Source: an optimization exercise on an open RTL-to-GDS flow (aim: small area). Production flows keep margins and buffers that such runs may drop.
In this exercise RTL edits were held to simulation tests only and were not proved equivalent to the original.
The clock port is modelled as an ideal driver, which makes a skipped or thinned clock tree look cheaper than it is; a real chip needs a root buffer or a tree.
Power figures rest on the tool's default switching activity, not on a simulated workload.

Design Player_Block_T, start of the top module:
module Player_Block_T (
    input  logic        clk,
    input  logic        resetN,
    input  logic [10:0] pixelX,
    input  logic [10:0] pixelY,
    input  logic        startOfFrame,
    input  logic        up_key,
    input  logic        down_key,
    input  logic        left_key,
    input  logic        right_key,
    input  logic        column_collision,
    input  logic [1:0]  speed_level,
    input  logic        mode_sel,
    input  logic        game_on,
    input  logic        player_hit,
    input  logic        turbo_pulse,
    output logic [10:0] player_topLeftX,
    output logic [10:0] player_topLeftY,
    output logic        playerDR,
    output logic [7:0]  playerRGB,
    output logic        player_invulnerable
);
Size in the first run: about 610 cells after synthesis, ~68 I/O pins, roughly 4100 µm² of cells after synthesis.
export LEC_CHECK = 0
export ABC_AREA = 1
export CAP_MARGIN = 20
export CORE_MARGIN = 2
export CORE_UTILIZATION = 65
export GPL_TIMING_DRIVEN = 0
export PLACE_DENSITY = 0.75
export SLEW_MARGIN = 20
create_clock -name core_clock -period 10.0 [get_ports {clk}]
standard.sh (not shown) runs the stock make flow with config.mk's settings and CLKGATE_MAP_FILE= SYNTH_SCRIPT=/design/flow/synth_recipe.tcl, a recipe that flattens the netlist after the stock synthesis.
==> flow/flow/run.sh <==
#!/bin/bash
# Layout flow: the standard synthesis; then an area-oriented re-mapping of the
# combinational logic only (every register instance is kept as synthesis made it);
# then the standard layout steps, with single-strength port buffers and a
# lighter clock tree (flow/cts_hook.tcl). Each tool's output goes to a log_*.log file here.
set -euo pipefail
HERE=$(pwd)
R=$HERE/orfs/results/sky130hd/Player_Block_T/base

# 1. standard synthesis, unchanged
bash standard.sh synth > log_1_standard_synth.log 2>&1
cp "$R/1_2_yosys.v" "$HERE/standard_1_2_yosys.v"

# 2. re-map the combinational logic for area (registers are black boxes here);
#    8 runs with different optimisation seeds, the smallest netlist is kept;
bash flow/remap.sh "$HERE/standard_1_2_yosys.v" "$HERE/remapped_r1.v" "$HERE/remap_r1" 8 120 \
    > log_2_remap_round1.log 2>&1
#    a second round starts from the first round's best netlist
bash flow/remap.sh "$HERE/remapped_r1.v" "$HERE/remapped_1_2_yosys.v" "$HERE/remap_r2" 8 60 \
    > log_2_remap_round2.log 2>&1
cp "$HERE/remapped_1_2_yosys.v" "$R/1_2_yosys.v"
touch "$R/1_2_yosys.v"

# 3. the rest of the standard layout
export BUFFER_PORTS_ARGS="-buffer_cell sky130_fd_sc_hd__buf_1"
export SKIP_REPAIR_TIE_FANOUT=1
export PRE_CTS_TCL="$HERE/flow/cts_hook.tcl"
export FLOW_CLK_K=4
export FLOW_CLK_SLEW_PS=105
bash standard.sh > log_3_standard_layout.log 2>&1
Other scripts of this flow, unchanged in this note and not shown: flow/flow/cts_hook.tcl, flow/flow/remap.abc, flow/flow/remap.sh, flow/flow/remap.ys
The baseline completed without violations.
==> next run, changes <==
--- a/flow/flow/run.sh
+++ b/flow/flow/run.sh
@@ -15,6 +15,3 @@
-#    8 runs with different optimisation seeds, the smallest netlist is kept;
-bash flow/remap.sh "$HERE/standard_1_2_yosys.v" "$HERE/remapped_r1.v" "$HERE/remap_r1" 8 120 \
-    > log_2_remap_round1.log 2>&1
-#    a second round starts from the first round's best netlist
-bash flow/remap.sh "$HERE/remapped_r1.v" "$HERE/remapped_1_2_yosys.v" "$HERE/remap_r2" 8 60 \
-    > log_2_remap_round2.log 2>&1
+#    8 runs with different optimisation seeds, the smallest netlist is kept
+bash flow/remap.sh "$HERE/standard_1_2_yosys.v" "$HERE/remapped_1_2_yosys.v" "$HERE/remap" 8 120 \
+    > log_2_remap.log 2>&1
@@ -26 +22,0 @@
-export SKIP_REPAIR_TIE_FANOUT=1
ABC_AREA = unset   (was 1)
GPL_TIMING_DRIVEN = unset   (was 0)
=> Setup slack is better by 0.58 ns. Critical path depth is higher by 3. Wire length is higher by 0.39%. Fmax rose by 10%. First-iteration DRC count rises by 1.6%. Via count is higher by 3.2%. Synthesized cell count goes up by 3.0%. Global-route usage shrinks by 0.20 points. Utilization is higher by 0.14 points. Design area went up by 0.77%.
==> next run, changes <==
--- a/flow/flow/run.sh
+++ b/flow/flow/run.sh
@@ -15,3 +15,6 @@
-#    8 runs with different optimisation seeds, the smallest netlist is kept
-bash flow/remap.sh "$HERE/standard_1_2_yosys.v" "$HERE/remapped_1_2_yosys.v" "$HERE/remap" 8 120 \
-    > log_2_remap.log 2>&1
+#    8 runs with different optimisation seeds, the smallest netlist is kept;
+bash flow/remap.sh "$HERE/standard_1_2_yosys.v" "$HERE/remapped_r1.v" "$HERE/remap_r1" 8 120 \
+    > log_2_remap_round1.log 2>&1
+#    a second round starts from the first round's best netlist
+bash flow/remap.sh "$HERE/remapped_r1.v" "$HERE/remapped_1_2_yosys.v" "$HERE/remap_r2" 8 60 \
+    > log_2_remap_round2.log 2>&1
@@ -22,0 +26 @@
+export SKIP_REPAIR_TIE_FANOUT=1
ABC_AREA = 1   (was unset)
Result:
- The new run passed the timing, DRC and antenna checks
- final cell count went down by 1.2%
- area after synthesis barely changes
- cell area went down by 0.33%
- wire length went up by 5.9%
- flip-flop and latch count stays the same
- power went down by 6.2%
No run of this note takes its clock network from TritonCTS; it comes from the design's own scripts or RTL.

==> afterwards: timing with drivers on the ports <==
The flow's constraints put no driver on any port. The routed layouts listed below were extracted and timed again, unchanged, in two steps. Step 1 assumes that a clkbuf_16 drives the clock port and a buf_2 every other input. Step 2, shift: input delay + t, output delay - t, t = (earliest + latest rising clock arrival at the registers) / 2. This alone moves slack from input paths to output paths. a / b / c = ideal ports / drivers / drivers and shift; a / b = the first two.
| run | t, ns | setup slack, ns | worst setup path after step 2 |
|---|---|---|---|
| the first run | 0.216 | 3.774 / 3.815 / 3.599 | input to register |
| the second run | 0.217 | 4.352 / 4.389 / 4.172 | input to register |
| the third run | 0.216 | 3.804 / 3.847 / 3.631 | input to register |
After both steps every run listed still meets setup and hold. The setup slack of the second run, which loses most, moves by +0.037 ns with the drivers and by -0.180 ns with both steps.
